Background: an optimization exercise with open tools, aiming at small area, a short achievable clock period and few clock cycles. Do not read the settings as production practice.
Function was checked by simulation only, so behaviour that the tests miss may differ from the original.
No activity file was given, so power comes from the tool's default toggle rates.

## v29
==> flow/design.v <==
module Top_lvl (clk,start,mem_addr,mem_data,MIN_WEIGHT,MIN_PATH_NODES,donee);
input clk,start;
output [17:0] mem_addr;
input [17:0] mem_data;
output [14:0] MIN_WEIGHT;
output [17:0] MIN_PATH_NODES;  
output donee;
localparam V0=3'd0, V1=3'd1, V2=3'd2, WK=3'd3, DN=3'd4, FIN=3'd5;
reg [2:0] st;
reg [3:0] d;             
reg [17:0] x;            
reg [14:0] bud;          
reg pr;                  
reg dn;                  
reg [14:0] wmin;         
reg [17:0] best;         
reg [3:0] bd;            
reg [2:0] T;             
reg tv;                  
reg [17:0] S [1:7];      
reg [1:0]  R [1:7];      
reg [14:0] W [1:7];      
reg tv2;
reg [2:0] T2;
integer l;
always @* begin
  tv2 = 1'b0; T2 = 3'd1;
  for (l = 1; l <= 7; l = l + 1)
    if (l < T && R[l] != 2'd0) begin tv2 = 1'b1; T2 = l; end
end
wire [2:0] bdm1 = bd[2:0] - 3'd1;       
wire [17:0] sr = S[T];
wire [1:0] RT = R[T];
wire [17:0] nx1 = sr + 18'd1;           
wire [17:0] xk = x + {16'd0, 1'b1, st == V2};    
wire [17:0] best1 = best + 18'd1;       
wire [11:0] w = mem_data[11:0];
wire [2:0] nc = mem_data[2:0];
wire prune = (bud[14:12] == 3'd0) && (w >= bud[11:0]);
wire gone = (bud[14:12] == 3'd0) && (w[11:8] > bud[11:8]);    
wire end1 = gone || d[3];               
wire end2 = pr || (nc == 3'd0);
wire v1 = (st == V1), v2 = (st == V2);
wire [14:0] bw = bud - {3'b000, w};     
wire [2:0] dm1 = d[2:0] - 3'd1;         
wire [14:0] wp = wmin - ((st == V0) ? W[dm1] : v1 ? bw : bud);
wire fin = (v1 && end1) || (v2 && end2);    
wire leaf = fin && !(v1 ? prune : pr);      
wire over = (fin && !tv && !leaf) || (st == FIN);    
reg [17:0] addr;
always @* begin
  if (st == V0) addr = mem_data;
  else if (st == WK) addr = mem_data + 18'd1;
  else if (!(v1 || v2) || fin) addr = tv ? nx1 : best1;
  else addr = xk;
end
assign mem_addr = start ? 18'd0 : addr;
assign MIN_WEIGHT = wmin;
assign donee = dn || (over && bd <= 4'd2);
assign MIN_PATH_NODES = (st != DN || d == 4'd1) ? 18'd0 : (d > bd) ? 18'h3FFFF : sr;
reg sw, rw, ww;
reg [2:0] si;
reg [17:0] sd;
reg [1:0] rd;
always @* begin
  sw = 1'b0; rw = 1'b0; ww = 1'b0; si = d[2:0]; sd = xk; rd = nc[1:0] - 2'd1;
  if (v2 && !end2) begin sw = 1'b1; rw = 1'b1; ww = 1'b1; end
  if (fin && tv) begin sw = 1'b1; rw = 1'b1; si = T; sd = nx1; rd = RT - 2'd1; end
  if (over) begin sw = (bd >= 4'd2); si = bdm1; sd = best; end
  if (st == WK) begin sw = 1'b1; si = dm1; sd = mem_data; end
end
always @(posedge clk) begin
  if (sw) S[si] <= sd;
  if (rw) R[si] <= rd;
  if (ww) W[si] <= wp;
end
always @(posedge clk) begin
  if (start) begin
    st <= V1; d <= 4'd1; x <= 18'd0;
    bud <= 15'h7FFF; wmin <= 15'h7FFF; dn <= 1'b0; tv <= 1'b0;
  end else begin
    case (st)
      V0: begin
        x <= mem_data;
        bud <= wp;
        st <= V1;
      end
      V1: begin
        bud <= bw;
        pr <= prune;
        if (!end1) st <= V2;
      end
      V2: if (!end2) begin
        d <= d + 4'd1;
        st <= V0;
        if (nc[2:1] != 2'b00) begin T <= d[2:0]; tv <= 1'b1; end
      end
      WK: begin
        d <= d - 4'd1;
        if (d == 4'd3) dn <= 1'b1;
        if (d == 4'd2) begin st <= DN; d <= 4'd2; T <= 3'd1; end
      end
      DN: begin
        if (d <= 4'd8) d <= d + 4'd1;
        T <= T + 3'd1;
      end
      default: ;
    endcase
    if (leaf) begin wmin <= wp; best <= x; bd <= d; end
    if (fin) begin
      if (tv) begin
        d <= {1'b0, T} + 4'd1;
        st <= V0;
        if (RT == 2'd1) begin T <= T2; tv <= tv2; end
      end else if (leaf) st <= FIN;
    end
    if (over) begin
      d <= bd - 4'd1;
      if (bd >= 4'd3) begin
        st <= WK;
        if (bd == 4'd3) dn <= 1'b1;
      end else begin
        st <= DN; dn <= 1'b1; d <= 4'd2; T <= 3'd1;
      end
    end
  end
end
endmodule  
clock: 7.5 ns
lec_check: 0
cap_margin: 20
core_margin: 2
core_utilization: 55
cts_cluster_diameter: 60
cts_cluster_size: 24
place_density: 0.7
setup_slack_margin: 2.25
slew_margin: 20
run.sh (not shown) runs the stock make flow with config.mk's settings and CLKGATE_MAP_FILE= SYNTH_SCRIPT=/design/flow/synth_recipe.tcl, a recipe that flattens the netlist after the stock synthesis.
v29 completed end to end with timing, DRC and antenna clean.
Testbench counts of v29, summed over its fixed seeds: cycles 13,855.
Changes in v11 relative to v29:
--- a/flow/design.v
+++ b/flow/design.v
@@ -16,13 +16,17 @@
 reg [17:0] best;         
 reg [3:0] bd;            
 reg [2:0] T;             
 reg tv;                  
 reg [17:0] S [1:7];      
 reg [1:0]  R [1:7];      
-reg [14:0] W [1:7];      
+reg [11:0] W1;
+reg [12:0] W2;
+reg [13:0] W3;
+reg [14:0] W4, W5, W6;
+reg [14:0] Wr;           
 reg tv2;
 reg [2:0] T2;
 integer l;
 always @* begin
   tv2 = 1'b0; T2 = 3'd1;
   for (l = 1; l <= 7; l = l + 1)
@@ -40,13 +44,24 @@
 wire gone = (bud[14:12] == 3'd0) && (w[11:8] > bud[11:8]);    
 wire end1 = gone || d[3];               
 wire end2 = pr || (nc == 3'd0);
 wire v1 = (st == V1), v2 = (st == V2);
 wire [14:0] bw = bud - {3'b000, w};     
 wire [2:0] dm1 = d[2:0] - 3'd1;         
-wire [14:0] wp = wmin - ((st == V0) ? W[dm1] : v1 ? bw : bud);
+wire [2:0] wi = d[3] ? 3'd6 : dm1;      
+always @* begin
+  case (wi)
+    3'd1: Wr = {3'b000, W1};
+    3'd2: Wr = {2'b00, W2};
+    3'd3: Wr = {1'b0, W3};
+    3'd4: Wr = W4;
+    3'd5: Wr = W5;
+    default: Wr = W6;
+  endcase
+end
+wire [14:0] wp = wmin - ((st == V0) ? Wr : v1 ? bw : bud);
 wire fin = (v1 && end1) || (v2 && end2);    
 wire leaf = fin && !(v1 ? prune : pr);      
 wire over = (fin && !tv && !leaf) || (st == FIN);    
 reg [17:0] addr;
 always @* begin
   if (st == V0) addr = mem_data;
@@ -69,27 +84,36 @@
   if (over) begin sw = (bd >= 4'd2); si = bdm1; sd = best; end
   if (st == WK) begin sw = 1'b1; si = dm1; sd = mem_data; end
 end
 always @(posedge clk) begin
   if (sw) S[si] <= sd;
   if (rw) R[si] <= rd;
-  if (ww) W[si] <= wp;
+  if (ww) case (si)
+    3'd1: W1 <= wp[11:0];
+    3'd2: W2 <= wp[12:0];
+    3'd3: W3 <= wp[13:0];
+    3'd4: W4 <= wp;
+    3'd5: W5 <= wp;
+    3'd6: W6 <= wp;
+    default: ;
+  endcase
 end
 always @(posedge clk) begin
   if (start) begin
     st <= V1; d <= 4'd1; x <= 18'd0;
     bud <= 15'h7FFF; wmin <= 15'h7FFF; dn <= 1'b0; tv <= 1'b0;
   end else begin
     case (st)
       V0: begin
         x <= mem_data;
-        bud <= wp;
+        if (!d[3]) bud <= wp;    
         st <= V1;
       end
       V1: begin
-        bud <= bw;
+        if (!d[3]) bud <= bw;
+        else if (!prune) bud <= {3'b000, w};
         pr <= prune;
         if (!end1) st <= V2;
       end
       V2: if (!end2) begin
         d <= d + 4'd1;
         st <= V0;
--- outcome ---
- Per the comparison of v11 with v29, peak ir drop on the vdd network went up; combinational power share went up; number of enable flip-flop cells after synthesis went down.
- The smallest hold slack of v11 falls short of that of v29 by 20 ps.
- Delta (v11 minus v29): routed length on met3 decreased by 1.8 mm relative to the old numbers; power increased by 870 uW relative to the old numbers; post-synthesis compound-gate area fraction increased by 2.4 points relative to the old numbers; transition time of the tightest slew-check pin decreased by 36 ps relative to the old numbers.
- Relative to v29, synthesized cell count increased by 70 in v11.
- Effective utilization at floorplan across v29 and v11: no real change.
- v11 against v29: sink count of the clock tree saw a decrease; wire length now sits higher.
- Compared with v29, v11 shows a higher count of clock-buffer cells in the layout.
Testbench counts of v11, summed over its fixed seeds: cycles 13,855.


Starts from the design.v that is shown in full above.
clock: 7.5 ns
lec_check: 0
cap_margin: 20
core_margin: 2
core_utilization: 55
cts_cluster_diameter: 60
cts_cluster_size: 24
setup_slack_margin: 2.0
slew_margin: 20
The starting point finished with timing, DRC and antenna clean.
Testbench counts at the start, summed over its fixed seeds: cycles 13,855.
Next try:
--- a/flow/design.v
+++ b/flow/design.v
@@ -5,5 +5,5 @@
 output [14:0] MIN_WEIGHT;
 output [17:0] MIN_PATH_NODES;  
-output donee;
+output reg donee;
 localparam V0=3'd0, V1=3'd1, V2=3'd2, WK=3'd3, DN=3'd4, FIN=3'd5;
 reg [2:0] st;
@@ -12,5 +12,4 @@
 reg [14:0] bud;          
 reg pr;                  
-reg dn;                  
 reg [14:0] wmin;         
 reg [17:0] best;         
@@ -57,5 +56,4 @@
 assign mem_addr = start ? 18'd0 : addr;
 assign MIN_WEIGHT = wmin;
-assign donee = dn || (over && bd <= 4'd2);
 assign MIN_PATH_NODES = (st != DN || d == 4'd1) ? 18'd0 : (d > bd) ? 18'h3FFFF : sr;
 reg sw, rw, ww;
@@ -78,5 +76,5 @@
   if (start) begin
     st <= V1; d <= 4'd1; x <= 18'd0;
-    bud <= 15'h7FFF; wmin <= 15'h7FFF; dn <= 1'b0; tv <= 1'b0;
+    bud <= 15'h7FFF; wmin <= 15'h7FFF; donee <= 1'b0; tv <= 1'b0;
   end else begin
     case (st)
@@ -98,5 +96,5 @@
       WK: begin
         d <= d - 4'd1;
-        if (d == 4'd3) dn <= 1'b1;
+        if (d == 4'd3) donee <= 1'b1;
         if (d == 4'd2) begin st <= DN; d <= 4'd2; T <= 3'd1; end
       end
@@ -119,7 +117,7 @@
       if (bd >= 4'd3) begin
         st <= WK;
-        if (bd == 4'd3) dn <= 1'b1;
+        if (bd == 4'd3) donee <= 1'b1;
       end else begin
-        st <= DN; dn <= 1'b1; d <= 4'd2; T <= 3'd1;
+        st <= DN; donee <= 1'b1; d <= 4'd1; T <= 3'd0;
       end
     end
Core utilization fell by 0.43 points.
Final area shrinks by 0.67%.
Clock power rose by about 2%.
Wire length goes down by 4.0%.
Via count fell by about 2.3%.
Setup slack is better by 12 ps.
Count of clock-buffer cells in the layout is lower by 1.
Cell count decreases by 0.84%.
Total power drops by 3.5%.
Fmax hardly moves.
Testbench counts after the change, summed over its fixed seeds: cycles 14,033.


Another version of the RTL of Top_lvl (not shown whole).
Size: ~310 flip-flops, roughly 72 I/O pins, ~0.017 mm^2 of cells after synthesis.
==> module Top_lvl, before the edit <==
module Top_lvl (clk,start,mem_addr,mem_data,MIN_WEIGHT,MIN_PATH_NODES,donee);
input clk,start;
output [17:0] mem_addr;
input [17:0] mem_data;
output [14:0] MIN_WEIGHT;
output [17:0] MIN_PATH_NODES;  
output donee;
localparam V0=3'd0, V1=3'd1, V2=3'd2, WK=3'd3, DN=3'd4, FIN=3'd5, WK2=3'd6;
reg [2:0] st;
reg [3:0] d;             
reg [17:0] x;            
reg [14:0] bud;          
reg pr;                  
reg dn;                  
reg [14:0] wmin;         
reg [17:0] best;         
reg [3:0] bd;            
reg [2:0] T;             
reg tv;                  
reg [17:0] S [1:7];      
reg [1:0]  R [1:7];      
reg [11:0] W1;
reg [12:0] W2;
reg [13:0] W3;
reg [14:0] W4, W5, W6;
reg [14:0] Wr;           
reg tv2;
reg [2:0] T2;
integer l;
always @* begin
  tv2 = 1'b0; T2 = 3'd1;
  for (l = 1; l <= 7; l = l + 1)
    if (l < T && R[l] != 2'd0) begin tv2 = 1'b1; T2 = l; end
end
wire [2:0] bdm1 = bd[2:0] - 3'd1;       
wire [17:0] sr = S[T];
wire [1:0] RT = R[T];
wire [17:0] nx1 = sr + 18'd1;           
wire [17:0] xk = x + {16'd0, st != WK2, st == V2 || st == WK2};    
wire [17:0] best1 = best + 18'd1;       
wire [11:0] w = mem_data[11:0];
wire [2:0] nc = mem_data[2:0];
wire prune = (bud[14:12] == 3'd0) && (w >= bud[11:0]);
wire gone = (bud[14:12] == 3'd0) && (w[11:8] > bud[11:8]);    
wire end1 = gone || d[3];               
wire end2 = pr || (nc == 3'd0);
wire v1 = (st == V1), v2 = (st == V2);
wire [14:0] bw = bud - {3'b000, w};     
wire [2:0] dm1 = d[2:0] - 3'd1;         
wire [2:0] wi = d[3] ? 3'd6 : dm1;      
always @* begin
  case (wi)
    3'd1: Wr = {3'b000, W1};
    3'd2: Wr = {2'b00, W2};
    3'd3: Wr = {1'b0, W3};
    3'd4: Wr = W4;
    3'd5: Wr = W5;
    default: Wr = W6;
  endcase
end
wire [14:0] wp = wmin - ((st == V0) ? Wr : v1 ? bw : bud);
wire fin = (v1 && end1) || (v2 && end2);    
wire leaf = fin && !(v1 ? prune : pr);      
wire over = (fin && !tv && !leaf) || (st == FIN);    
reg [17:0] addr;
always @* begin
  if (st == V0) addr = mem_data;
  else if (((v1 || v2) && !fin) || st == WK2) addr = xk;
  else addr = tv ? sr : best1;
end
assign mem_addr = start ? 18'd0 : addr;
assign MIN_WEIGHT = wmin;
assign donee = dn || (over && bd <= 4'd2);
assign MIN_PATH_NODES = (st != DN || d == 4'd1) ? 18'd0 : (d > bd) ? 18'h3FFFF : sr;
reg sw, rw, ww;
reg [2:0] si;
reg [17:0] sd;
reg [1:0] rd;
always @* begin
  sw = 1'b0; rw = 1'b0; ww = 1'b0; si = d[2:0]; sd = x + 18'd4; rd = nc[1:0] - 2'd1;
  if (v2 && !end2) begin sw = 1'b1; rw = 1'b1; ww = 1'b1; end
  if (fin && tv) begin sw = 1'b1; rw = 1'b1; si = T; sd = nx1; rd = RT - 2'd1; end
  if (over) begin sw = (bd >= 4'd2); si = bdm1; sd = best; end
  if (st == WK) begin sw = 1'b1; si = dm1; sd = mem_data; end
end
always @(posedge clk) begin
  if (sw) S[si] <= sd;
  if (rw) R[si] <= rd;
  if (ww) case (si)
    3'd1: W1 <= wp[11:0];
    3'd2: W2 <= wp[12:0];
    3'd3: W3 <= wp[13:0];
    3'd4: W4 <= wp;
    3'd5: W5 <= wp;
    3'd6: W6 <= wp;
    default: ;
  endcase
end
always @(posedge clk) begin
  if (start) begin
    st <= V1; d <= 4'd1; x <= 18'd0;
    bud <= 15'h7FFF; wmin <= 15'h7FFF; dn <= 1'b0; tv <= 1'b0;
  end else begin
    case (st)
      V0: begin
        x <= mem_data;
        if (!d[3]) bud <= wp;    
        st <= V1;
      end
      V1: begin
        if (!d[3]) bud <= bw;
        else if (!prune) bud <= {3'b000, w};
        pr <= prune;
        if (!end1) st <= V2;
      end
      V2: if (!end2) begin
        d <= d + 4'd1;
        st <= V0;
        if (nc[2:1] != 2'b00) begin T <= d[2:0]; tv <= 1'b1; end
      end
      WK: begin
        x <= mem_data;
        d <= d - 4'd1;
        st <= WK2;
        if (d == 4'd2) begin st <= DN; d <= 4'd2; T <= 3'd1; end
      end
      WK2: begin
        st <= WK;
        if (d == 4'd2) dn <= 1'b1;
      end
      DN: begin
        if (d <= 4'd8) d <= d + 4'd1;
        T <= T + 3'd1;
      end
      default: ;
    endcase
    if (leaf) begin wmin <= wp; best <= x; bd <= d; end
    if (fin) begin
      if (tv) begin
        d <= {1'b0, T} + 4'd1;
        st <= V0;
        if (RT == 2'd1) begin T <= T2; tv <= tv2; end
      end else if (leaf) st <= FIN;
    end
    if (over) begin
      d <= bd - 4'd1;
      if (bd >= 4'd3) begin
        st <= WK;
        if (bd == 4'd3) dn <= 1'b1;
      end else begin
        st <= DN; dn <= 1'b1; d <= 4'd2; T <= 3'd1;
      end
    end
  end
end
endmodule  
export LEC_CHECK = 0
export CAP_MARGIN = 20
export CORE_MARGIN = 2
export CORE_UTILIZATION = 55
export CTS_CLUSTER_DIAMETER = 60
export CTS_CLUSTER_SIZE = 24
export PLACE_DENSITY = 0.7
export SETUP_SLACK_MARGIN = 2.25
export SLEW_MARGIN = 20
create_clock -name core_clock -period 7.5 [get_ports {clk}]
standard.sh (not shown) runs the stock make flow with config.mk's settings and CLKGATE_MAP_FILE= SYNTH_SCRIPT=/design/flow/synth_recipe.tcl, a recipe that flattens the netlist after the stock synthesis.
==> flow/flow/run.sh <==
#!/bin/bash
# The standard layout (standard.sh: ORFS from the standard synthesis to the
# routed layout), with one change: the port buffers that global placement
# inserts are plain buffers (buf_4) instead of the resizer's default pick, a
# delay cell (clkdlybuf4s50_1). make's full output goes to standard.log; ORFS
# keeps each step's own log under orfs/logs/.
set -euo pipefail
export BUFFER_PORTS_ARGS="-buffer_cell sky130_fd_sc_hd__buf_4"
bash standard.sh > standard.log 2>&1
Testbench counts at the start, summed over its fixed seeds: cycles 13,933.
Edit:
--- a/flow/design.v
+++ b/flow/design.v
@@ -2,13 +2,13 @@
 input clk,start;
 output [17:0] mem_addr;
 input [17:0] mem_data;
 output [14:0] MIN_WEIGHT;
 output [17:0] MIN_PATH_NODES;  
 output donee;
-localparam V0=3'd0, V1=3'd1, V2=3'd2, WK=3'd3, DN=3'd4, FIN=3'd5, WK2=3'd6;
+localparam V0=3'd0, V1=3'd1, V2=3'd2, WK=3'd3, DN=3'd4, FIN=3'd5;
 reg [2:0] st;
 reg [3:0] d;             
 reg [17:0] x;            
 reg [14:0] bud;          
 reg pr;                  
 reg dn;                  
@@ -33,13 +33,13 @@
     if (l < T && R[l] != 2'd0) begin tv2 = 1'b1; T2 = l; end
 end
 wire [2:0] bdm1 = bd[2:0] - 3'd1;       
 wire [17:0] sr = S[T];
 wire [1:0] RT = R[T];
 wire [17:0] nx1 = sr + 18'd1;           
-wire [17:0] xk = x + {16'd0, st != WK2, st == V2 || st == WK2};    
+wire [17:0] xk = x + {16'd0, 1'b1, st == V2};    
 wire [17:0] best1 = best + 18'd1;       
 wire [11:0] w = mem_data[11:0];
 wire [2:0] nc = mem_data[2:0];
 wire prune = (bud[14:12] == 3'd0) && (w >= bud[11:0]);
 wire gone = (bud[14:12] == 3'd0) && (w[11:8] > bud[11:8]);    
 wire end1 = gone || d[3];               
@@ -62,25 +62,26 @@
 wire fin = (v1 && end1) || (v2 && end2);    
 wire leaf = fin && !(v1 ? prune : pr);      
 wire over = (fin && !tv && !leaf) || (st == FIN);    
 reg [17:0] addr;
 always @* begin
   if (st == V0) addr = mem_data;
-  else if (((v1 || v2) && !fin) || st == WK2) addr = xk;
-  else addr = tv ? sr : best1;
+  else if (st == WK) addr = mem_data + 18'd1;
+  else if (!(v1 || v2) || fin) addr = tv ? nx1 : best1;
+  else addr = xk;
 end
 assign mem_addr = start ? 18'd0 : addr;
 assign MIN_WEIGHT = wmin;
 assign donee = dn || (over && bd <= 4'd2);
 assign MIN_PATH_NODES = (st != DN || d == 4'd1) ? 18'd0 : (d > bd) ? 18'h3FFFF : sr;
 reg sw, rw, ww;
 reg [2:0] si;
 reg [17:0] sd;
 reg [1:0] rd;
 always @* begin
-  sw = 1'b0; rw = 1'b0; ww = 1'b0; si = d[2:0]; sd = x + 18'd4; rd = nc[1:0] - 2'd1;
+  sw = 1'b0; rw = 1'b0; ww = 1'b0; si = d[2:0]; sd = xk; rd = nc[1:0] - 2'd1;
   if (v2 && !end2) begin sw = 1'b1; rw = 1'b1; ww = 1'b1; end
   if (fin && tv) begin sw = 1'b1; rw = 1'b1; si = T; sd = nx1; rd = RT - 2'd1; end
   if (over) begin sw = (bd >= 4'd2); si = bdm1; sd = best; end
   if (st == WK) begin sw = 1'b1; si = dm1; sd = mem_data; end
 end
 always @(posedge clk) begin
@@ -116,20 +117,15 @@
       V2: if (!end2) begin
         d <= d + 4'd1;
         st <= V0;
         if (nc[2:1] != 2'b00) begin T <= d[2:0]; tv <= 1'b1; end
       end
       WK: begin
-        x <= mem_data;
         d <= d - 4'd1;
-        st <= WK2;
+        if (d == 4'd3) dn <= 1'b1;
         if (d == 4'd2) begin st <= DN; d <= 4'd2; T <= 3'd1; end
-      end
-      WK2: begin
-        st <= WK;
-        if (d == 4'd2) dn <= 1'b1;
       end
       DN: begin
         if (d <= 4'd8) d <= d + 4'd1;
         T <= T + 3'd1;
       end
       default: ;
Result:
- clock skew is higher by 0.0032 ns
- worst setup slack loses 0.067 ns
- core utilization stays flat
- synthesized cell count is higher by 4.4%
- final cell count rose by 3.4%
- area after synthesis increases by 1.8%
- via count grows by 3.5%
- sequential cell count does not change
- total power came out higher by 4.6%
- sequential share of layout area is lower by 0.98 points
- die area goes up by 1.7%
- wire length rose by 4.3%
- register-to-register slack got worse by 0.04 ns
Testbench counts after the change, summed over its fixed seeds: cycles 13,855.

-- port drivers added, routing unchanged --
In the flow no input, the clock included, has a driving cell. The finished layouts below were timed again as built, in two steps. Step 1: set_driving_cell puts a clkbuf_16 on clk and a buf_2 on each other input, an assumption about the parent block. Step 2, shift: input delay + t, output delay - t, t = (earliest + latest rising clock arrival at the registers) / 2. This alone moves slack from input paths to output paths. a / b / c = ideal ports / drivers / drivers and shift; a / b = the first two.
| run | t, ns | setup slack, ns | hold WS [ns] | worst register clock-pin slew, ns |
|---|---|---|---|---|
| v29 | 0.613 | 2.311 / 2.245 / 1.870 | 0.503 / 0.503 / 0.503 | 0.09 / 0.09 |
| v11 | 0.612 | 2.248 / 2.149 / 1.934 | 0.483 / 0.483 / 0.483 | 0.09 / 0.09 |
| the first run of note 2 | 0.632 | 2.055 / 2.030 / 1.605 | 0.461 / 0.461 / 0.461 | 0.09 / 0.09 |
| the second run of note 2 | 0.637 | 2.068 / 2.041 / 1.606 | 0.491 / 0.491 / 0.491 | 0.09 / 0.09 |
| the first run of note 3 | 0.620 | 2.314 / 2.267 / 1.851 | 0.501 / 0.501 / 0.501 | 0.08 / 0.08 |
| the second run of note 3 | 0.607 | 2.248 / 2.195 / 1.835 | 0.499 / 0.499 / 0.499 | 0.09 / 0.09 |
After both steps every run listed still meets setup and hold. The setup slack of the first run of note 3, which loses most, moves by -0.047 ns with the drivers and by -0.463 ns with both steps.
